Context: an optimization exercise on an open-source flow, tuned for small area. The choices shown serve that exercise and are no tape-out recipe.
No functional check of the RTL was part of this run.

File: flow/run.sh
#!/bin/bash
# synth_recipe.tcl (not shown) runs the flow's synth.tcl, then flattens the netlist and writes it again
# the make line also repeats each setting of config.mk as NAME=value (left out here)
make -C /OpenROAD-flow-scripts/flow DESIGN_CONFIG=/design/flow/config.mk WORK_HOME=/design/flow/orfs CLKGATE_MAP_FILE= SYNTH_SCRIPT=/design/flow/synth_recipe.tcl finish
File: flow/config.mk
export PLATFORM = sky130hd
export DESIGN_NAME = fir_filter
export DESIGN_NICKNAME = fir_filter
export VERILOG_FILES = /design/flow/design.v
export SDC_FILE = /design/flow/constraint.sdc
export NUM_CORES = 4
export LEC_CHECK = 0
export CAP_MARGIN = 20
export CORE_MARGIN = 2
export CORE_UTILIZATION = 60
export CTS_BUF_LIST = sky130_fd_sc_hd__clkbuf_8 sky130_fd_sc_hd__clkbuf_16
export CTS_CLUSTER_DIAMETER = 150
export CTS_CLUSTER_SIZE = 30
export GPL_TIMING_DRIVEN = 0
export SLEW_MARGIN = 20
export SYNTH_HIERARCHICAL = 1
export SYNTH_MINIMUM_KEEP_SIZE = 0
File: flow/constraint.sdc
create_clock -name core_clock -period 8.0 [get_ports {CLK_Filter}]
set_input_delay 1.6000 -clock core_clock [delete_from_list [all_inputs] [get_ports {CLK_Filter}]]
set_output_delay 1.6000 -clock core_clock [all_outputs]
set_load 0.01 [all_outputs]
File: flow/design.v
module fir_filter (
    input CLK_Filter,
    input rst_n,
    input wire [7:0] filter_in,
    output reg [19:0] filter_out
);
  reg [7:0] d0;
  reg [7:0] d1;
  reg [7:0] d2;
  reg [7:0] d3;
  reg [7:0] d4;
  reg [7:0] d5;
  reg [7:0] d6;
  reg [7:0] d7;
  reg [7:0] d8;
  reg [7:0] d9;
  reg [7:0] d10;
  reg [7:0] d11;
  reg [7:0] d12;
  reg [7:0] d13;
  reg [7:0] d14;
  reg [7:0] d15;
  reg [7:0] d16;
  reg [7:0] d17;
  reg [7:0] d18;
  reg [7:0] d19;
  reg [7:0] d20;
  reg [7:0] d21;
  reg [7:0] d22;
  reg [7:0] d23;
  reg [1:0] st;
  always @(posedge CLK_Filter or negedge rst_n) begin
    if (!rst_n) st <= 2'd0;
    else st <= {st[1] | st[0], st[1] | ~st[0]};
  end
  wire en = st[1] & st[0];
  wire [7:0] en8 = {8{en}};
  always @(posedge CLK_Filter) begin
    d0 <= filter_in;
    d1 <= d0;
    d2 <= d1;
    d3 <= ~(d2 & en8);
    d4 <= d3;
    d5 <= d4;
    d6 <= ~(d5 | ~en8);
    d7 <= d6;
    d8 <= d7;
    d9 <= ~(d8 & en8);
    d10 <= d9;
    d11 <= d10;
    d12 <= ~(d11 | ~en8);
    d13 <= d12;
    d14 <= ~(d13 & en8);
    d15 <= d14;
    d16 <= d15;
    d17 <= ~(d16 | ~en8);
    d18 <= d17;
    d19 <= d18;
    d20 <= ~(d19 & en8);
    d21 <= d20;
    d22 <= d21;
    d23 <= ~(d22 | ~en8);
  end
  wire s0, c1;
  fir_ha us0 (.a(d3[0]), .b(d22[0]), .s(s0), .co(c1));
  wire s2, c3;
  fir_fa us2 (.a(d3[1]), .b(d22[1]), .ci(c1), .s(s2), .co(c3));
  wire s4, c5;
  fir_fa us4 (.a(d3[2]), .b(d22[2]), .ci(c3), .s(s4), .co(c5));
  wire s6, c7;
  fir_fa us6 (.a(d3[3]), .b(d22[3]), .ci(c5), .s(s6), .co(c7));
  wire s8, c9;
  fir_fa us8 (.a(d3[4]), .b(d22[4]), .ci(c7), .s(s8), .co(c9));
  wire s10, c11;
  fir_fa us10 (.a(d3[5]), .b(d22[5]), .ci(c9), .s(s10), .co(c11));
  wire s12, c13;
  fir_fa us12 (.a(d3[6]), .b(d22[6]), .ci(c11), .s(s12), .co(c13));
  wire s14, c15;
  fir_fa us14 (.a(d3[7]), .b(d22[7]), .ci(c13), .s(s14), .co(c15));
  wire s16, c17;
  fir_ha us16 (.a(d5[0]), .b(d20[0]), .s(s16), .co(c17));
  wire s18, c19;
  fir_fa us18 (.a(d5[1]), .b(d20[1]), .ci(c17), .s(s18), .co(c19));
  wire s20, c21;
  fir_fa us20 (.a(d5[2]), .b(d20[2]), .ci(c19), .s(s20), .co(c21));
  wire s22, c23;
  fir_fa us22 (.a(d5[3]), .b(d20[3]), .ci(c21), .s(s22), .co(c23));
  wire s24, c25;
  fir_fa us24 (.a(d5[4]), .b(d20[4]), .ci(c23), .s(s24), .co(c25));
  wire s26, c27;
  fir_fa us26 (.a(d5[5]), .b(d20[5]), .ci(c25), .s(s26), .co(c27));
  wire s28, c29;
  fir_fa us28 (.a(d5[6]), .b(d20[6]), .ci(c27), .s(s28), .co(c29));
  wire s30, c31;
  fir_fa us30 (.a(d5[7]), .b(d20[7]), .ci(c29), .s(s30), .co(c31));
  wire s32, c33;
  fir_ha us32 (.a(d6[0]), .b(d19[0]), .s(s32), .co(c33));
  wire s34, c35;
  fir_fa us34 (.a(d6[1]), .b(d19[1]), .ci(c33), .s(s34), .co(c35));
  wire s36, c37;
  fir_fa us36 (.a(d6[2]), .b(d19[2]), .ci(c35), .s(s36), .co(c37));
  wire s38, c39;
  fir_fa us38 (.a(d6[3]), .b(d19[3]), .ci(c37), .s(s38), .co(c39));
  wire s40, c41;
  fir_fa us40 (.a(d6[4]), .b(d19[4]), .ci(c39), .s(s40), .co(c41));
  wire s42, c43;
  fir_fa us42 (.a(d6[5]), .b(d19[5]), .ci(c41), .s(s42), .co(c43));
  wire s44, c45;
  fir_fa us44 (.a(d6[6]), .b(d19[6]), .ci(c43), .s(s44), .co(c45));
  wire s46, c47;
  fir_fa us46 (.a(d6[7]), .b(d19[7]), .ci(c45), .s(s46), .co(c47));
  wire s48, c49;
  fir_ha us48 (.a(d7[0]), .b(d18[0]), .s(s48), .co(c49));
  wire s50, c51;
  fir_fa us50 (.a(d7[1]), .b(d18[1]), .ci(c49), .s(s50), .co(c51));
  wire s52, c53;
  fir_fa us52 (.a(d7[2]), .b(d18[2]), .ci(c51), .s(s52), .co(c53));
  wire s54, c55;
  fir_fa us54 (.a(d7[3]), .b(d18[3]), .ci(c53), .s(s54), .co(c55));
  wire s56, c57;
  fir_fa us56 (.a(d7[4]), .b(d18[4]), .ci(c55), .s(s56), .co(c57));
  wire s58, c59;
  fir_fa us58 (.a(d7[5]), .b(d18[5]), .ci(c57), .s(s58), .co(c59));
  wire s60, c61;
  fir_fa us60 (.a(d7[6]), .b(d18[6]), .ci(c59), .s(s60), .co(c61));
  wire s62, c63;
  fir_fa us62 (.a(d7[7]), .b(d18[7]), .ci(c61), .s(s62), .co(c63));
  wire s64, c65;
  fir_ha us64 (.a(d8[0]), .b(d17[0]), .s(s64), .co(c65));
  wire s66, c67;
  fir_fa us66 (.a(d8[1]), .b(d17[1]), .ci(c65), .s(s66), .co(c67));
  wire s68, c69;
  fir_fa us68 (.a(d8[2]), .b(d17[2]), .ci(c67), .s(s68), .co(c69));
  wire s70, c71;
  fir_fa us70 (.a(d8[3]), .b(d17[3]), .ci(c69), .s(s70), .co(c71));
  wire s72, c73;
  fir_fa us72 (.a(d8[4]), .b(d17[4]), .ci(c71), .s(s72), .co(c73));
  wire s74, c75;
  fir_fa us74 (.a(d8[5]), .b(d17[5]), .ci(c73), .s(s74), .co(c75));
  wire s76, c77;
  fir_fa us76 (.a(d8[6]), .b(d17[6]), .ci(c75), .s(s76), .co(c77));
  wire s78, c79;
  fir_fa us78 (.a(d8[7]), .b(d17[7]), .ci(c77), .s(s78), .co(c79));
  wire s80, c81;
  fir_ha us80 (.a(d9[0]), .b(d16[0]), .s(s80), .co(c81));
  wire s82, c83;
  fir_fa us82 (.a(d9[1]), .b(d16[1]), .ci(c81), .s(s82), .co(c83));
  wire s84, c85;
  fir_fa us84 (.a(d9[2]), .b(d16[2]), .ci(c83), .s(s84), .co(c85));
  wire s86, c87;
  fir_fa us86 (.a(d9[3]), .b(d16[3]), .ci(c85), .s(s86), .co(c87));
  wire s88, c89;
  fir_fa us88 (.a(d9[4]), .b(d16[4]), .ci(c87), .s(s88), .co(c89));
  wire s90, c91;
  fir_fa us90 (.a(d9[5]), .b(d16[5]), .ci(c89), .s(s90), .co(c91));
  wire s92, c93;
  fir_fa us92 (.a(d9[6]), .b(d16[6]), .ci(c91), .s(s92), .co(c93));
  wire s94, c95;
  fir_fa us94 (.a(d9[7]), .b(d16[7]), .ci(c93), .s(s94), .co(c95));
  wire s96, c97;
  fir_ha us96 (.a(d10[0]), .b(d15[0]), .s(s96), .co(c97));
  wire s98, c99;
  fir_fa us98 (.a(d10[1]), .b(d15[1]), .ci(c97), .s(s98), .co(c99));
  wire s100, c101;
  fir_fa us100 (.a(d10[2]), .b(d15[2]), .ci(c99), .s(s100), .co(c101));
  wire s102, c103;
  fir_fa us102 (.a(d10[3]), .b(d15[3]), .ci(c101), .s(s102), .co(c103));
  wire s104, c105;
  fir_fa us104 (.a(d10[4]), .b(d15[4]), .ci(c103), .s(s104), .co(c105));
  wire s106, c107;
  fir_fa us106 (.a(d10[5]), .b(d15[5]), .ci(c105), .s(s106), .co(c107));
  wire s108, c109;
  fir_fa us108 (.a(d10[6]), .b(d15[6]), .ci(c107), .s(s108), .co(c109));
  wire s110, c111;
  fir_fa us110 (.a(d10[7]), .b(d15[7]), .ci(c109), .s(s110), .co(c111));
  wire s112, c113;
  fir_ha us112 (.a(d11[0]), .b(d14[0]), .s(s112), .co(c113));
  wire s114, c115;
  fir_fa us114 (.a(d11[1]), .b(d14[1]), .ci(c113), .s(s114), .co(c115));
  wire s116, c117;
  fir_fa us116 (.a(d11[2]), .b(d14[2]), .ci(c115), .s(s116), .co(c117));
  wire s118, c119;
  fir_fa us118 (.a(d11[3]), .b(d14[3]), .ci(c117), .s(s118), .co(c119));
  wire s120, c121;
  fir_fa us120 (.a(d11[4]), .b(d14[4]), .ci(c119), .s(s120), .co(c121));
  wire s122, c123;
  fir_fa us122 (.a(d11[5]), .b(d14[5]), .ci(c121), .s(s122), .co(c123));
  wire s124, c125;
  fir_fa us124 (.a(d11[6]), .b(d14[6]), .ci(c123), .s(s124), .co(c125));
  wire s126, c127;
  fir_fa us126 (.a(d11[7]), .b(d14[7]), .ci(c125), .s(s126), .co(c127));
  wire n128 = ~s0;
  wire n129 = ~s64;
  wire n130 = ~s112;
  wire s131, c132;
  fir_fa us131 (.a(s48), .b(s2), .ci(s66), .s(s131), .co(c132));
  wire n133 = ~s114;
  wire n134 = ~s131;
  wire s135, c136;
  fir_fa us135 (.a(s0), .b(s50), .ci(s4), .s(s135), .co(c136));
  wire s137, c138;
  fir_fa us137 (.a(s68), .b(s116), .ci(c132), .s(s137), .co(c138));
  wire n139 = ~s135;
  wire n140 = ~s137;
  wire s141, c142;
  fir_fa us141 (.a(d4[0]), .b(d21[0]), .ci(s2), .s(s141), .co(c142));
  wire s143, c144;
  fir_fa us143 (.a(s52), .b(s141), .ci(s6), .s(s143), .co(c144));
  wire s145, c146;
  fir_fa us145 (.a(s70), .b(s118), .ci(c136), .s(s145), .co(c146));
  wire n147 = ~c138;
  wire n148 = ~s143;
  wire n149 = ~s145;
  wire s150, c151;
  fir_fa us150 (.a(d4[1]), .b(d21[1]), .ci(s16), .s(s150), .co(c151));
  wire s152, c153;
  fir_fa us152 (.a(s80), .b(s150), .ci(s4), .s(s152), .co(c153));
  wire s154, c155;
  fir_fa us154 (.a(c142), .b(s54), .ci(s152), .s(s154), .co(c155));
  wire s156, c157;
  fir_fa us156 (.a(s8), .b(s72), .ci(s120), .s(s156), .co(c157));
  wire s158, c159;
  fir_fa us158 (.a(c144), .b(c146), .ci(s154), .s(s158), .co(c159));
  wire n160 = ~s156;
  wire n161 = ~s158;
  wire s162, c163;
  fir_fa us162 (.a(d4[2]), .b(d21[2]), .ci(s80), .s(s162), .co(c163));
  wire s164, c165;
  fir_fa us164 (.a(c151), .b(s18), .ci(s82), .s(s164), .co(c165));
  wire s166, c167;
  fir_fa us166 (.a(s162), .b(s164), .ci(s6), .s(s166), .co(c167));
  wire s168, c169;
  fir_fa us168 (.a(c153), .b(s56), .ci(c155), .s(s168), .co(c169));
  wire s170, c171;
  fir_fa us170 (.a(s166), .b(s10), .ci(s74), .s(s170), .co(c171));
  wire s172, c173;
  fir_fa us172 (.a(s122), .b(c157), .ci(c159), .s(s172), .co(c173));
  wire n174 = ~s168;
  wire n175 = ~s170;
  wire n176 = ~s172;
  wire s177, c178;
  fir_fa us177 (.a(d4[3]), .b(d21[3]), .ci(s96), .s(s177), .co(c178));
  wire s179, c180;
  fir_fa us179 (.a(s112), .b(c163), .ci(s82), .s(s179), .co(c180));
  wire s181, c182;
  fir_fa us181 (.a(s177), .b(s20), .ci(s84), .s(s181), .co(c182));
  wire s183, c184;
  fir_fa us183 (.a(c165), .b(s179), .ci(s181), .s(s183), .co(c184));
  wire s185, c186;
  fir_fa us185 (.a(s8), .b(c167), .ci(s183), .s(s185), .co(c186));
  wire s187, c188;
  fir_fa us187 (.a(s58), .b(c169), .ci(s185), .s(s187), .co(c188));
  wire s189, c190;
  fir_fa us189 (.a(s12), .b(s76), .ci(s124), .s(s189), .co(c190));
  wire s191, c192;
  fir_fa us191 (.a(c171), .b(c173), .ci(s187), .s(s191), .co(c192));
  wire n193 = ~s189;
  wire n194 = ~s191;
  wire s195, c196;
  fir_fa us195 (.a(d4[4]), .b(d21[4]), .ci(c178), .s(s195), .co(c196));
  wire s197, c198;
  fir_fa us197 (.a(s98), .b(s114), .ci(s84), .s(s197), .co(c198));
  wire s199, c200;
  fir_fa us199 (.a(c180), .b(s195), .ci(s22), .s(s199), .co(c200));
  wire s201, c202;
  fir_fa us201 (.a(s86), .b(c182), .ci(s197), .s(s201), .co(c202));
  wire s203, c204;
  fir_fa us203 (.a(c184), .b(s199), .ci(s201), .s(s203), .co(c204));
  wire s205, c206;
  fir_fa us205 (.a(s10), .b(c186), .ci(s203), .s(s205), .co(c206));
  wire s207, c208;
  fir_fa us207 (.a(s60), .b(c188), .ci(c190), .s(s207), .co(c208));
  wire s209, c210;
  fir_fa us209 (.a(s14), .b(s78), .ci(s126), .s(s209), .co(c210));
  wire s211, c212;
  fir_fa us211 (.a(s205), .b(c192), .ci(s207), .s(s211), .co(c212));
  wire n213 = ~s209;
  wire n214 = ~s211;
  wire s215, c216;
  fir_fa us215 (.a(d4[5]), .b(d21[5]), .ci(c196), .s(s215), .co(c216));
  wire s217, c218;
  fir_fa us217 (.a(s100), .b(s116), .ci(s86), .s(s217), .co(c218));
  wire s219, c220;
  fir_fa us219 (.a(c198), .b(s215), .ci(s24), .s(s219), .co(c220));
  wire s221, c222;
  fir_fa us221 (.a(s88), .b(c200), .ci(c202), .s(s221), .co(c222));
  wire s223, c224;
  fir_fa us223 (.a(s217), .b(s219), .ci(c204), .s(s223), .co(c224));
  wire s225, c226;
  fir_fa us225 (.a(s221), .b(s12), .ci(c15), .s(s225), .co(c226));
  wire s227, c228;
  fir_fa us227 (.a(c79), .b(c127), .ci(c206), .s(s227), .co(c228));
  wire s229, c230;
  fir_fa us229 (.a(s223), .b(s62), .ci(c208), .s(s229), .co(c230));
  wire s231, c232;
  fir_fa us231 (.a(c210), .b(s225), .ci(s227), .s(s231), .co(c232));
  wire n233 = ~s229;
  wire n234 = ~c212;
  wire n235 = ~s231;
  wire s236, c237;
  fir_fa us236 (.a(d4[6]), .b(d21[6]), .ci(c216), .s(s236), .co(c237));
  wire s238, c239;
  fir_fa us238 (.a(s102), .b(s118), .ci(s88), .s(s238), .co(c239));
  wire s240, c241;
  fir_fa us240 (.a(c218), .b(s236), .ci(s26), .s(s240), .co(c241));
  wire s242, c243;
  fir_fa us242 (.a(s90), .b(c220), .ci(c222), .s(s242), .co(c243));
  wire s244, c245;
  fir_fa us244 (.a(s238), .b(s240), .ci(c224), .s(s244), .co(c245));
  wire s246, c247;
  fir_fa us246 (.a(s242), .b(c63), .ci(s14), .s(s246), .co(c247));
  wire s248, c249;
  fir_fa us248 (.a(c226), .b(c228), .ci(s244), .s(s248), .co(c249));
  wire s250, c251;
  fir_fa us250 (.a(s246), .b(c230), .ci(s248), .s(s250), .co(c251));
  wire n252 = ~c232;
  wire n253 = ~s250;
  wire s254, c255;
  fir_fa us254 (.a(d4[7]), .b(d21[7]), .ci(c237), .s(s254), .co(c255));
  wire s256, c257;
  fir_fa us256 (.a(s104), .b(s120), .ci(s90), .s(s256), .co(c257));
  wire s258, c259;
  fir_fa us258 (.a(c239), .b(s254), .ci(s28), .s(s258), .co(c259));
  wire s260, c261;
  fir_fa us260 (.a(s92), .b(c241), .ci(c243), .s(s260), .co(c261));
  wire s262, c263;
  fir_fa us262 (.a(s256), .b(c15), .ci(s258), .s(s262), .co(c263));
  wire s264, c265;
  fir_fa us264 (.a(c245), .b(s260), .ci(c247), .s(s264), .co(c265));
  wire s266, c267;
  fir_fa us266 (.a(s262), .b(c249), .ci(s264), .s(s266), .co(c267));
  wire n268 = ~c251;
  wire n269 = ~s266;
  wire s270, c271;
  fir_fa us270 (.a(c255), .b(s106), .ci(s122), .s(s270), .co(c271));
  wire s272, c273;
  fir_fa us272 (.a(s92), .b(c257), .ci(s270), .s(s272), .co(c273));
  wire s274, c275;
  fir_fa us274 (.a(c259), .b(s30), .ci(s94), .s(s274), .co(c275));
  wire s276, c277;
  fir_fa us276 (.a(c261), .b(s272), .ci(c263), .s(s276), .co(c277));
  wire s278, c279;
  fir_fa us278 (.a(s274), .b(c265), .ci(s276), .s(s278), .co(c279));
  wire n280 = ~c267;
  wire n281 = ~s278;
  wire s282, c283;
  fir_fa us282 (.a(s108), .b(s124), .ci(c271), .s(s282), .co(c283));
  wire s284, c285;
  fir_fa us284 (.a(c31), .b(c95), .ci(s94), .s(s284), .co(c285));
  wire s286, c287;
  fir_fa us286 (.a(c273), .b(s282), .ci(c275), .s(s286), .co(c287));
  wire s288, c289;
  fir_fa us288 (.a(s284), .b(c277), .ci(s286), .s(s288), .co(c289));
  wire n290 = ~c279;
  wire n291 = ~s288;
  wire s292, c293;
  fir_fa us292 (.a(c95), .b(c283), .ci(s110), .s(s292), .co(c293));
  wire s294, c295;
  fir_fa us294 (.a(s126), .b(c285), .ci(s292), .s(s294), .co(c295));
  wire n296 = ~c287;
  wire n297 = ~c289;
  wire n298 = ~s294;
  wire s299, c300;
  fir_fa us299 (.a(c111), .b(c127), .ci(c293), .s(s299), .co(c300));
  wire n301 = ~c295;
  wire n302 = ~s299;
  wire n303 = ~c300;
  wire s304 = ~(d2[0] ^ d23[0]);
  wire c305 = d2[0] | d23[0];
  wire s306, c307;
  fir_fa us306 (.a(s304), .b(n128), .ci(n129), .s(s306), .co(c307));
  wire s308, c309;
  fir_fa us308 (.a(n130), .b(s82), .ci(s98), .s(s308), .co(c309));
  wire s310 = ~(d2[1] ^ d23[1]);
  wire c311 = d2[1] | d23[1];
  wire s312, c313;
  fir_fa us312 (.a(c305), .b(s310), .ci(s16), .s(s312), .co(c313));
  wire s314, c315;
  fir_fa us314 (.a(s32), .b(c307), .ci(n133), .s(s314), .co(c315));
  wire s316, c317;
  fir_fa us316 (.a(s312), .b(s84), .ci(s100), .s(s316), .co(c317));
  wire s318, c319;
  fir_fa us318 (.a(c309), .b(n134), .ci(s314), .s(s318), .co(c319));
  wire s320, c321;
  fir_fa us320 (.a(d2[2]), .b(d23[2]), .ci(c311), .s(s320), .co(c321));
  wire s322, c323;
  fir_fa us322 (.a(s32), .b(s112), .ci(c313), .s(s322), .co(c323));
  wire s324, c325;
  fir_fa us324 (.a(s320), .b(s18), .ci(s34), .s(s324), .co(c325));
  wire s326, c327;
  fir_fa us326 (.a(c315), .b(s322), .ci(s324), .s(s326), .co(c327));
  wire s328, c329;
  fir_fa us328 (.a(s86), .b(s102), .ci(c317), .s(s328), .co(c329));
  wire s330, c331;
  fir_fa us330 (.a(n139), .b(n140), .ci(c319), .s(s330), .co(c331));
  wire s332, c333;
  fir_fa us332 (.a(s326), .b(s328), .ci(s330), .s(s332), .co(c333));
  wire s334 = ~(d2[3] ^ d23[3]);
  wire c335 = d2[3] | d23[3];
  wire s336, c337;
  fir_fa us336 (.a(s334), .b(s64), .ci(s96), .s(s336), .co(c337));
  wire s338, c339;
  fir_fa us338 (.a(c321), .b(s34), .ci(s114), .s(s338), .co(c339));
  wire s340, c341;
  fir_fa us340 (.a(s336), .b(c323), .ci(s20), .s(s340), .co(c341));
  wire s342, c343;
  fir_fa us342 (.a(s36), .b(c325), .ci(s338), .s(s342), .co(c343));
  wire s344, c345;
  fir_fa us344 (.a(n147), .b(c327), .ci(s340), .s(s344), .co(c345));
  wire s346, c347;
  fir_fa us346 (.a(s342), .b(s88), .ci(s104), .s(s346), .co(c347));
  wire s348, c349;
  fir_fa us348 (.a(c329), .b(n148), .ci(n149), .s(s348), .co(c349));
  wire s350, c351;
  fir_fa us350 (.a(c331), .b(s344), .ci(s346), .s(s350), .co(c351));
  wire s352, c353;
  fir_fa us352 (.a(c333), .b(s348), .ci(s350), .s(s352), .co(c353));
  wire s354 = ~(d2[4] ^ d23[4]);
  wire c355 = d2[4] | d23[4];
  wire s356, c357;
  fir_fa us356 (.a(c335), .b(s354), .ci(s32), .s(s356), .co(c357));
  wire s358, c359;
  fir_fa us358 (.a(c337), .b(s66), .ci(s98), .s(s358), .co(c359));
  wire s360, c361;
  fir_fa us360 (.a(s356), .b(s36), .ci(s116), .s(s360), .co(c361));
  wire s362, c363;
  fir_fa us362 (.a(c339), .b(s358), .ci(s22), .s(s362), .co(c363));
  wire s364, c365;
  fir_fa us364 (.a(s38), .b(c341), .ci(c343), .s(s364), .co(c365));
  wire s366, c367;
  fir_fa us366 (.a(s360), .b(c345), .ci(s362), .s(s366), .co(c367));
  wire s368, c369;
  fir_fa us368 (.a(s364), .b(s90), .ci(s106), .s(s368), .co(c369));
  wire s370, c371;
  fir_fa us370 (.a(c347), .b(n160), .ci(c349), .s(s370), .co(c371));
  wire s372, c373;
  fir_fa us372 (.a(s366), .b(n161), .ci(c351), .s(s372), .co(c373));
  wire s374, c375;
  fir_fa us374 (.a(s368), .b(s370), .ci(c353), .s(s374), .co(c375));
  wire s376, c377;
  fir_fa us376 (.a(d2[5]), .b(d23[5]), .ci(c355), .s(s376), .co(c377));
  wire s378, c379;
  fir_fa us378 (.a(s48), .b(s64), .ci(c357), .s(s378), .co(c379));
  wire s380, c381;
  fir_fa us380 (.a(s376), .b(s34), .ci(s68), .s(s380), .co(c381));
  wire s382, c383;
  fir_fa us382 (.a(s100), .b(c359), .ci(s378), .s(s382), .co(c383));
  wire s384, c385;
  fir_fa us384 (.a(s38), .b(s118), .ci(c361), .s(s384), .co(c385));
  wire s386, c387;
  fir_fa us386 (.a(s380), .b(s382), .ci(s24), .s(s386), .co(c387));
  wire s388, c389;
  fir_fa us388 (.a(s40), .b(c363), .ci(c365), .s(s388), .co(c389));
  wire s390, c391;
  fir_fa us390 (.a(s384), .b(c367), .ci(s386), .s(s390), .co(c391));
  wire s392, c393;
  fir_fa us392 (.a(s388), .b(n174), .ci(s92), .s(s392), .co(c393));
  wire s394, c395;
  fir_fa us394 (.a(s108), .b(c369), .ci(n175), .s(s394), .co(c395));
  wire s396, c397;
  fir_fa us396 (.a(c371), .b(s390), .ci(n176), .s(s396), .co(c397));
  wire s398, c399;
  fir_fa us398 (.a(c373), .b(s392), .ci(s394), .s(s398), .co(c399));
  wire s400, c401;
  fir_fa us400 (.a(s396), .b(c375), .ci(s398), .s(s400), .co(c401));
  wire s402 = ~(d2[6] ^ d23[6]);
  wire c403 = d2[6] | d23[6];
  wire s404, c405;
  fir_fa us404 (.a(d12[0]), .b(d13[0]), .ci(s402), .s(s404), .co(c405));
  wire s406, c407;
  fir_fa us406 (.a(c377), .b(s404), .ci(s50), .s(s406), .co(c407));
  wire s408, c409;
  fir_fa us408 (.a(s66), .b(c379), .ci(s36), .s(s408), .co(c409));
  wire s410, c411;
  fir_fa us410 (.a(s406), .b(s70), .ci(s102), .s(s410), .co(c411));
  wire s412, c413;
  fir_fa us412 (.a(c381), .b(c383), .ci(s408), .s(s412), .co(c413));
  wire s414, c415;
  fir_fa us414 (.a(s40), .b(s120), .ci(c385), .s(s414), .co(c415));
  wire s416, c417;
  fir_fa us416 (.a(s410), .b(s412), .ci(s26), .s(s416), .co(c417));
  wire s418, c419;
  fir_fa us418 (.a(s42), .b(c387), .ci(c389), .s(s418), .co(c419));
  wire s420, c421;
  fir_fa us420 (.a(s414), .b(c391), .ci(s416), .s(s420), .co(c421));
  wire s422, c423;
  fir_fa us422 (.a(s418), .b(c393), .ci(s94), .s(s422), .co(c423));
  wire s424, c425;
  fir_fa us424 (.a(s110), .b(n193), .ci(c395), .s(s424), .co(c425));
  wire s426, c427;
  fir_fa us426 (.a(s420), .b(c397), .ci(s422), .s(s426), .co(c427));
  wire s428, c429;
  fir_fa us428 (.a(n194), .b(c399), .ci(s424), .s(s428), .co(c429));
  wire s430, c431;
  fir_fa us430 (.a(s426), .b(s428), .ci(c401), .s(s430), .co(c431));
  wire s432, c433;
  fir_fa us432 (.a(d2[7]), .b(d23[7]), .ci(d12[1]), .s(s432), .co(c433));
  wire s434, c435;
  fir_fa us434 (.a(d13[1]), .b(c403), .ci(s432), .s(s434), .co(c435));
  wire s436, c437;
  fir_fa us436 (.a(c405), .b(s434), .ci(s52), .s(s436), .co(c437));
  wire s438, c439;
  fir_fa us438 (.a(s68), .b(c407), .ci(s38), .s(s438), .co(c439));
  wire s440, c441;
  fir_fa us440 (.a(c409), .b(s436), .ci(s72), .s(s440), .co(c441));
  wire s442, c443;
  fir_fa us442 (.a(s104), .b(c411), .ci(c413), .s(s442), .co(c443));
  wire s444, c445;
  fir_fa us444 (.a(s438), .b(s42), .ci(s122), .s(s444), .co(c445));
  wire s446, c447;
  fir_fa us446 (.a(c415), .b(s440), .ci(s442), .s(s446), .co(c447));
  wire s448, c449;
  fir_fa us448 (.a(s28), .b(s44), .ci(c417), .s(s448), .co(c449));
  wire s450, c451;
  fir_fa us450 (.a(c419), .b(s444), .ci(c95), .s(s450), .co(c451));
  wire s452, c453;
  fir_fa us452 (.a(c111), .b(s446), .ci(c421), .s(s452), .co(c453));
  wire s454, c455;
  fir_fa us454 (.a(s448), .b(c423), .ci(s450), .s(s454), .co(c455));
  wire s456, c457;
  fir_fa us456 (.a(n213), .b(c425), .ci(s452), .s(s456), .co(c457));
  wire s458, c459;
  fir_fa us458 (.a(c427), .b(s454), .ci(n214), .s(s458), .co(c459));
  wire s460, c461;
  fir_fa us460 (.a(c429), .b(s456), .ci(c431), .s(s460), .co(c461));
  wire s462 = ~(d12[2] ^ d13[2]);
  wire c463 = d12[2] | d13[2];
  wire s464, c465;
  fir_fa us464 (.a(s462), .b(c433), .ci(c435), .s(s464), .co(c465));
  wire s466, c467;
  fir_fa us466 (.a(s464), .b(s54), .ci(s70), .s(s466), .co(c467));
  wire s468, c469;
  fir_fa us468 (.a(c437), .b(s40), .ci(c439), .s(s468), .co(c469));
  wire s470, c471;
  fir_fa us470 (.a(s466), .b(s74), .ci(s106), .s(s470), .co(c471));
  wire s472, c473;
  fir_fa us472 (.a(c441), .b(c443), .ci(s468), .s(s472), .co(c473));
  wire s474, c475;
  fir_fa us474 (.a(s44), .b(s124), .ci(c445), .s(s474), .co(c475));
  wire s476, c477;
  fir_fa us476 (.a(s470), .b(c447), .ci(s472), .s(s476), .co(c477));
  wire s478, c479;
  fir_fa us478 (.a(c449), .b(s30), .ci(s46), .s(s478), .co(c479));
  wire s480, c481;
  fir_fa us480 (.a(s474), .b(c451), .ci(s476), .s(s480), .co(c481));
  wire s482, c483;
  fir_fa us482 (.a(c453), .b(s478), .ci(c455), .s(s482), .co(c483));
  wire s484, c485;
  fir_fa us484 (.a(s480), .b(n233), .ci(n234), .s(s484), .co(c485));
  wire s486, c487;
  fir_fa us486 (.a(c457), .b(n235), .ci(s482), .s(s486), .co(c487));
  wire s488, c489;
  fir_fa us488 (.a(c459), .b(s484), .ci(s486), .s(s488), .co(c489));
  wire s490 = ~(d12[3] ^ d13[3]);
  wire c491 = d12[3] | d13[3];
  wire s492, c493;
  fir_fa us492 (.a(c463), .b(s490), .ci(c465), .s(s492), .co(c493));
  wire s494, c495;
  fir_fa us494 (.a(s492), .b(s56), .ci(s72), .s(s494), .co(c495));
  wire s496, c497;
  fir_fa us496 (.a(c467), .b(s42), .ci(c469), .s(s496), .co(c497));
  wire s498, c499;
  fir_fa us498 (.a(s494), .b(s76), .ci(s108), .s(s498), .co(c499));
  wire s500, c501;
  fir_fa us500 (.a(c471), .b(c473), .ci(s496), .s(s500), .co(c501));
  wire s502, c503;
  fir_fa us502 (.a(c31), .b(c47), .ci(c475), .s(s502), .co(c503));
  wire s504, c505;
  fir_fa us504 (.a(s46), .b(s126), .ci(s498), .s(s504), .co(c505));
  wire s506, c507;
  fir_fa us506 (.a(c477), .b(s500), .ci(c479), .s(s506), .co(c507));
  wire s508, c509;
  fir_fa us508 (.a(s502), .b(s504), .ci(c481), .s(s508), .co(c509));
  wire s510, c511;
  fir_fa us510 (.a(s506), .b(n252), .ci(c483), .s(s510), .co(c511));
  wire s512, c513;
  fir_fa us512 (.a(s508), .b(c485), .ci(n253), .s(s512), .co(c513));
  wire s514, c515;
  fir_fa us514 (.a(c487), .b(s510), .ci(s512), .s(s514), .co(c515));
  wire s516, c517;
  fir_fa us516 (.a(d12[4]), .b(d13[4]), .ci(c491), .s(s516), .co(c517));
  wire s518, c519;
  fir_fa us518 (.a(s516), .b(c493), .ci(s58), .s(s518), .co(c519));
  wire s520, c521;
  fir_fa us520 (.a(s74), .b(c495), .ci(s44), .s(s520), .co(c521));
  wire s522, c523;
  fir_fa us522 (.a(c497), .b(s518), .ci(c47), .s(s522), .co(c523));
  wire s524, c525;
  fir_fa us524 (.a(c127), .b(c499), .ci(s78), .s(s524), .co(c525));
  wire s526, c527;
  fir_fa us526 (.a(s110), .b(c501), .ci(s520), .s(s526), .co(c527));
  wire s528, c529;
  fir_fa us528 (.a(c503), .b(s522), .ci(c505), .s(s528), .co(c529));
  wire s530, c531;
  fir_fa us530 (.a(s524), .b(s526), .ci(c507), .s(s530), .co(c531));
  wire s532, c533;
  fir_fa us532 (.a(s528), .b(c509), .ci(s530), .s(s532), .co(c533));
  wire s534, c535;
  fir_fa us534 (.a(n268), .b(n269), .ci(c511), .s(s534), .co(c535));
  wire s536, c537;
  fir_fa us536 (.a(s532), .b(c513), .ci(s534), .s(s536), .co(c537));
  wire s538 = ~(d12[5] ^ d13[5]);
  wire c539 = d12[5] | d13[5];
  wire s540, c541;
  fir_fa us540 (.a(s538), .b(c517), .ci(s60), .s(s540), .co(c541));
  wire s542, c543;
  fir_fa us542 (.a(s76), .b(c519), .ci(c79), .s(s542), .co(c543));
  wire s544, c545;
  fir_fa us544 (.a(c111), .b(c521), .ci(s46), .s(s544), .co(c545));
  wire s546, c547;
  fir_fa us546 (.a(s540), .b(c523), .ci(c525), .s(s546), .co(c547));
  wire s548, c549;
  fir_fa us548 (.a(s542), .b(c527), .ci(s544), .s(s548), .co(c549));
  wire s550, c551;
  fir_fa us550 (.a(c529), .b(s546), .ci(s548), .s(s550), .co(c551));
  wire s552, c553;
  fir_fa us552 (.a(c531), .b(n280), .ci(s550), .s(s552), .co(c553));
  wire s554, c555;
  fir_fa us554 (.a(n281), .b(c533), .ci(c535), .s(s554), .co(c555));
  wire s556, c557;
  fir_fa us556 (.a(s552), .b(c537), .ci(s554), .s(s556), .co(c557));
  wire s558 = ~(d12[6] ^ d13[6]);
  wire c559 = d12[6] | d13[6];
  wire s560, c561;
  fir_fa us560 (.a(c539), .b(s558), .ci(c47), .s(s560), .co(c561));
  wire s562, c563;
  fir_fa us562 (.a(c541), .b(s62), .ci(s78), .s(s562), .co(c563));
  wire s564, c565;
  fir_fa us564 (.a(c543), .b(c545), .ci(s560), .s(s564), .co(c565));
  wire s566, c567;
  fir_fa us566 (.a(s562), .b(c547), .ci(c549), .s(s566), .co(c567));
  wire s568, c569;
  fir_fa us568 (.a(s564), .b(c551), .ci(s566), .s(s568), .co(c569));
  wire s570, c571;
  fir_fa us570 (.a(n290), .b(n291), .ci(c553), .s(s570), .co(c571));
  wire s572, c573;
  fir_fa us572 (.a(s568), .b(c555), .ci(s570), .s(s572), .co(c573));
  wire s574, c575;
  fir_fa us574 (.a(d12[7]), .b(d13[7]), .ci(c559), .s(s574), .co(c575));
  wire s576, c577;
  fir_fa us576 (.a(s574), .b(c63), .ci(c79), .s(s576), .co(c577));
  wire s578, c579;
  fir_fa us578 (.a(c561), .b(c563), .ci(s576), .s(s578), .co(c579));
  wire s580, c581;
  fir_fa us580 (.a(c565), .b(n296), .ci(s578), .s(s580), .co(c581));
  wire s582, c583;
  fir_fa us582 (.a(n298), .b(c567), .ci(n297), .s(s582), .co(c583));
  wire s584, c585;
  fir_fa us584 (.a(s580), .b(c569), .ci(s582), .s(s584), .co(c585));
  wire s586, c587;
  fir_fa us586 (.a(c571), .b(s584), .ci(c573), .s(s586), .co(c587));
  wire s588 = ~(c575 ^ c577);
  wire c589 = c575 | c577;
  wire s590, c591;
  fir_fa us590 (.a(s588), .b(c579), .ci(n301), .s(s590), .co(c591));
  wire s592, c593;
  fir_fa us592 (.a(n302), .b(c581), .ci(s590), .s(s592), .co(c593));
  wire s594, c595;
  fir_fa us594 (.a(c583), .b(s592), .ci(c585), .s(s594), .co(c595));
  wire s596 = ~(c589 ^ n303);
  wire c597 = c589 | n303;
  wire s598, c599;
  fir_fa us598 (.a(s596), .b(c591), .ci(c593), .s(s598), .co(c599));
  wire s600 = ~(c597 ^ c599);
  wire c601 = c597 | c599;
  wire s602, c603;
  fir_ha us602 (.a(s80), .b(s96), .s(s602), .co(c603));
  wire s604, c605;
  fir_fa us604 (.a(c603), .b(s306), .ci(s308), .s(s604), .co(c605));
  wire s606, c607;
  fir_fa us606 (.a(s316), .b(c605), .ci(s318), .s(s606), .co(c607));
  wire s608, c609;
  fir_ha us608 (.a(c607), .b(s332), .s(s608), .co(c609));
  wire s610, c611;
  fir_ha us610 (.a(c609), .b(s352), .s(s610), .co(c611));
  wire s612, c613;
  fir_fa us612 (.a(s372), .b(c611), .ci(s374), .s(s612), .co(c613));
  wire s614, c615;
  fir_ha us614 (.a(c613), .b(s400), .s(s614), .co(c615));
  wire s616, c617;
  fir_ha us616 (.a(c615), .b(s430), .s(s616), .co(c617));
  wire s618, c619;
  fir_ha us618 (.a(s458), .b(s460), .s(s618), .co(c619));
  wire s620, c621;
  fir_ha us620 (.a(c461), .b(s488), .s(s620), .co(c621));
  wire s622, c623;
  fir_ha us622 (.a(c489), .b(s514), .s(s622), .co(c623));
  wire s624, c625;
  fir_ha us624 (.a(c515), .b(s536), .s(s624), .co(c625));
  wire s626, c627;
  fir_ha us626 (.a(c557), .b(s572), .s(s626), .co(c627));
  wire s628, c629;
  fir_ha us628 (.a(s594), .b(c587), .s(s628), .co(c629));
  wire s630, c631;
  fir_ha us630 (.a(s598), .b(c595), .s(s630), .co(c631));
  wire n632 = ~c601;
  wire g633 = c619 | (s618 & c617);
  wire g634 = c623 | (s622 & c621);
  wire a635 = s622 & s620;
  wire a636 = s556 & c625;
  wire a637 = s556 & s624;
  wire a638 = s586 & c627;
  wire a639 = s586 & s626;
  wire g640 = c631 | (s630 & c629);
  wire a641 = s630 & s628;
  wire a642 = n632 & s600;
  wire g643 = c621 | (s620 & g633);
  wire g644 = g634 | (a635 & g633);
  wire g645 = c627 | (s626 & a636);
  wire a646 = s626 & a637;
  wire g647 = a638 | (a639 & a636);
  wire a648 = a639 & a637;
  wire a649 = s600 & g640;
  wire a650 = s600 & a641;
  wire g651 = c601 | (a642 & g640);
  wire a652 = a642 & a641;
  wire g653 = c625 | (s624 & g644);
  wire g654 = a636 | (a637 & g644);
  wire g655 = g645 | (a646 & g644);
  wire g656 = g647 | (a648 & g644);
  wire a657 = 1'b1 & g651;
  wire a658 = 1'b1 & a652;
  wire g659 = c629 | (s628 & g656);
  wire g660 = g640 | (a641 & g656);
  wire g661 = a649 | (a650 & g656);
  wire g662 = g651 | (a652 & g656);
  wire g663 = a657 | (a658 & g656);
  wire o664 = s618 ^ c617;
  wire o665 = s620 ^ g633;
  wire o666 = s622 ^ g643;
  wire o667 = s624 ^ g644;
  wire o668 = s556 ^ g653;
  wire o669 = s626 ^ g654;
  wire o670 = s586 ^ g655;
  wire o671 = s628 ^ g656;
  wire o672 = s630 ^ g659;
  wire o673 = s600 ^ g660;
  wire o674 = n632 ^ g661;
  wire o675 = 1'b1 ^ g662;
  wire [19:0] y = {o675, o674, o673, o672, o671, o670, o669, o668, o667, o666, o665, o664, s616, s614, s612, s610, s608, s606, s604, s602};
  always @(posedge CLK_Filter or negedge rst_n) begin
    if (!rst_n) filter_out <= 20'd0;
    else filter_out <= y & {20{en}};
  end
endmodule
module fir_fa (input a, input b, input ci, output s, output co);
  assign s = a ^ b ^ ci;
  assign co = (a & b) | (a & ci) | (b & ci);
endmodule
module fir_ha (input a, input b, output s, output co);
  assign s = a ^ b;
  assign co = a & b;
endmodule
==> impl_metrics.ini <==
[synthesis]
synth_flop_cell = dfxtp_1
yosysMostFrequentCell = fa_1
yosysWarnings = 7
ys_types = 31
synth_top_area_share_pct = 48.0
synth_nets = 1033
async_flop_share_pct = 10.3
netlist_instances = 721
yosys.area.top_type = fa_1
synth-seq-cells = 214
syn_avg_cell_area_um2 = 15.4
yosysSeqAreaShare_pct = 39.6
yosys-top-cells-count = 266 x fa_1, 192 x dfxtp_1, 77 x inv_1
synth_area_um2 = 11100
synth_area_leaders = fa_1 48%, dfxtp_1 35%, dfrtp_1 5.0%, ha_1 4.1%, inv_1 2.6%
synth-edff-count = 0

[place]
placedInstanceArea_um2 = 11700
place_ws_ns = -0.113
gp_congestion = 0.871
dp_hpwl_um = 18700
port_buffers = 29

[sta]
skew_ns = 0.0258
setup_ws_ns = 0.263
post-route-period-util_pct = 96.7
period_needed_ns = 7.74
setup_viol = 0
drv_slew = 0
tns_ns = 0
maxSlewHeadroom_pct = 39.8
whs_ns = 0.331
fmax_mhz = 129
tightestPinTransition_ns = 0.900
hold_violations = 0
rsz0062_at_grt = no

[floorplanning]
placement_rows = 49
io_pins = 30
dieHeight_um = 140
die_w_um = 140
start_util_pct = 61.6
core-area_um2 = 18000
die_area_um2 = 19600

[clocking]
cts.clk_slew.worst_paths_ns = 0.11
cts_tree = done
clock_path_buffers = 3
h-tree-depth = 1
cts_root_buffer = clkbuf_16
cts_sinks = 214
clkLatencyLatePin_ns = 0.47
cts_made_buffers = 11

[finish]
layout.nets = 1081
largest_reg_flops = 20
areaGrowthSynthToFinish_pct = 9.42
antennaDiodeCount = 0
regMostFlops = filter_out
drive_gt1_share_pct = 6.24
fin_area_um2 = 12100

[critical_path]
worstPathRequired_ns = 8.39
crit_buf_inv = 2
worst_ep_arrival_time_ns = 8.13
rr_startpoint = d11[0]
path_delay_family = adder cells
slowest_delay_ns = 0.63
worst_r2r_path_depth = 21
reg2reg_slack_ns = 0.26
slowest_stage = fa_2
end_kind = register
path_cells = ha_1, fa_2, buf_4, fa_1, fa_1, fa_1, fa_1, fa_1, fa_2, fa_1, fa_1, fa_1, fa_1, fa_1, fa_1, fa_2, ha_4, a21oi_2, inv_1, or4_1, a21oi_1
cp-start-kind = register
crit_type = register to register
path_common_cell = fa_1
rr_endpoint = filter_out[17]
crit_fanout = 3

[worst_hold_path]
hold_class = register to register
hold_path.startpoint = d0[3]
worst_hold_path.endpoint = d1[3]
min_path_cells = 0

[drt]
drt-vias-per-instance = 5.17
ant_nets = 0
vias = 5159
drtIter0Drc = 246
wl_um = 21400
drt_pre_antenna_iters = 4
routedWlPerCell_um = 21.4
drc_errors = 0

[grt]
overflow = 0
grt_pass1_vias = 6099
grt_max_degree = 31
antenna_found_initial = 0
grt_first_pass_wirelength_um = 33900
grt_usage_pct = 23.6

[status]
status = timing/DRC/antenna clean

[flow_run]
maxCapViolCount = 0
## worst register-to-register path, cell delays in order (launching register included)
cell and delay (ns):
dfxtp_1 0.33, ha_1 0.22, fa_2 0.63, buf_4 0.14, fa_1 0.41, fa_1 0.40, fa_1 0.40, fa_1 0.41
fa_1 0.49, fa_2 0.41, fa_1 0.42, fa_1 0.39, fa_1 0.39, fa_1 0.40, fa_1 0.40, fa_1 0.42
fa_2 0.37, ha_4 0.17, a21oi_2 0.13, inv_1 0.08, or4_1 0.49, a21oi_1 0.17
## cell type report
cell class | count | area, um^2
Tap cell | 229 | 287
Clock inverter | 1 | 30.0
Timing Repair Buffer | 35 | 335
Sequential cell | 214 | 4390
Fill cell | 1268 | 5880
Clock buffer | 12 | 300
Inverter | 77 | 289
Multi-Input combinational cell | 421 | 6470
Buffer | 9 | 33.8
## per-stage QoR
step	utilization (%)	cells
3_5_place_dp	64.8	979
3_3_place_gp	64.8	979
4_1_cts	66.7	992
6_report	67.4	998
5_1_grt	67.4	998
2_1_floorplan	-	721
## Yosys stat by module (local to each module, per instance)
module      cell area [um^2]  cells inside  flip-flops and latches
fir_fa                  20.0             1                       0
fir_filter              5520           435                     214
fir_ha                  12.5             1                       0
## per-layer routing
metal  track usage, %  vias up  wire [um]
met5                0        -          0
met2             37.7       96      10300
met4             3.63        0        197
met3             3.79       19       1230
li1                 -     2264          -
met1             36.1     2780       9650
## worst max path at each step
| stage | start | to | slack (ns) | depth (start not counted) |
|---|---|---|---|---|
| after floorplan | d2[3] | filter_out[17] | 0.34 | 22 |
| after global placement | d8[0] | filter_out[17] | -0.04 | 20 |
| after detailed placement | d8[0] | filter_out[16] | -0.11 | 22 |
| after CTS | d9[0] | filter_out[17] | 0.004 | 21 |
| after global routing | d5[0] | filter_out[17] | 0.02 | 20 |
| final | d11[0] | filter_out[17] | 0.26 | 21 |
## cell usage in the layout, fill, tap and decap left out, types with 2 or more instances in the layout
cell             count
inv_1               77
clkbuf_16           12
mux2i_1              2
nor2_1              38
dfxtp_1            192
clkbuf_1             9
xor2_1               3
ha_1                32
dfrtp_1             22
clkdlybuf4s50_1     29
and3_1              12
nand2b_1             3
nand2_1             37
or2_2                2
fa_2                18
o21ai_0              2
buf_4                6
ha_4                 3
fa_1               248
a21oi_1              2
## kinds of logic (layout without fill, tap and decap cells)
| group | after synthesis | count (layout) | synth area share, % |
|---|---|---|---|
| muxes | 2 | 2 | 0.180 |
| DFF | 214 | 214 | 39.6 |
| and+or+nand+nor | 101 | 101 | 4.10 |
| xor gates and xnor gates | 3 | 3 | 0.237 |
| adders and majority gates | 302 | 302 | 52.1 |
| buffers and inverters | 86 | 134 | 2.91 |
| AOI/OAI and AO/OA | 13 | 13 | 0.913 |
## what timing repair did
item | in CTS | in global routing
pin swaps | 0 | 3
hold buffers | 0 | 0
endpoints found under the setup margin | 3 | 5
endpoints found under the hold margin | 0 | 0
gates resized for setup | 6 | 21
buffers inserted | 0 | 6

## port drivers added, routing unchanged
Ports are ideal in the flow. The routed layout listed here was re-timed in OpenROAD.
Step 1 sets driving cells, clkbuf_16 on the clock port and buf_2 on the other inputs (assumed; they add their load-dependent delay and slew).
Step 2 moves the port delays by t, midway between the first and last clock arrival at a register: inputs arrive t later, outputs are due t later. That takes back most of the time a late clock gives input paths.
Three values: ideal, step 1, step 2; two values: the first two.
t, ns: 0.498
setup slack, ns: 0.263 / 0.263 / 0.263
hold WS [ns]: 0.331 / 0.331 / 0.331
worst slew at a driven data input, ns: 0.03
After both steps this run still meets setup and hold. The setup slack of this run moves by 0.000 ns with the drivers and by 0.000 ns with both steps.
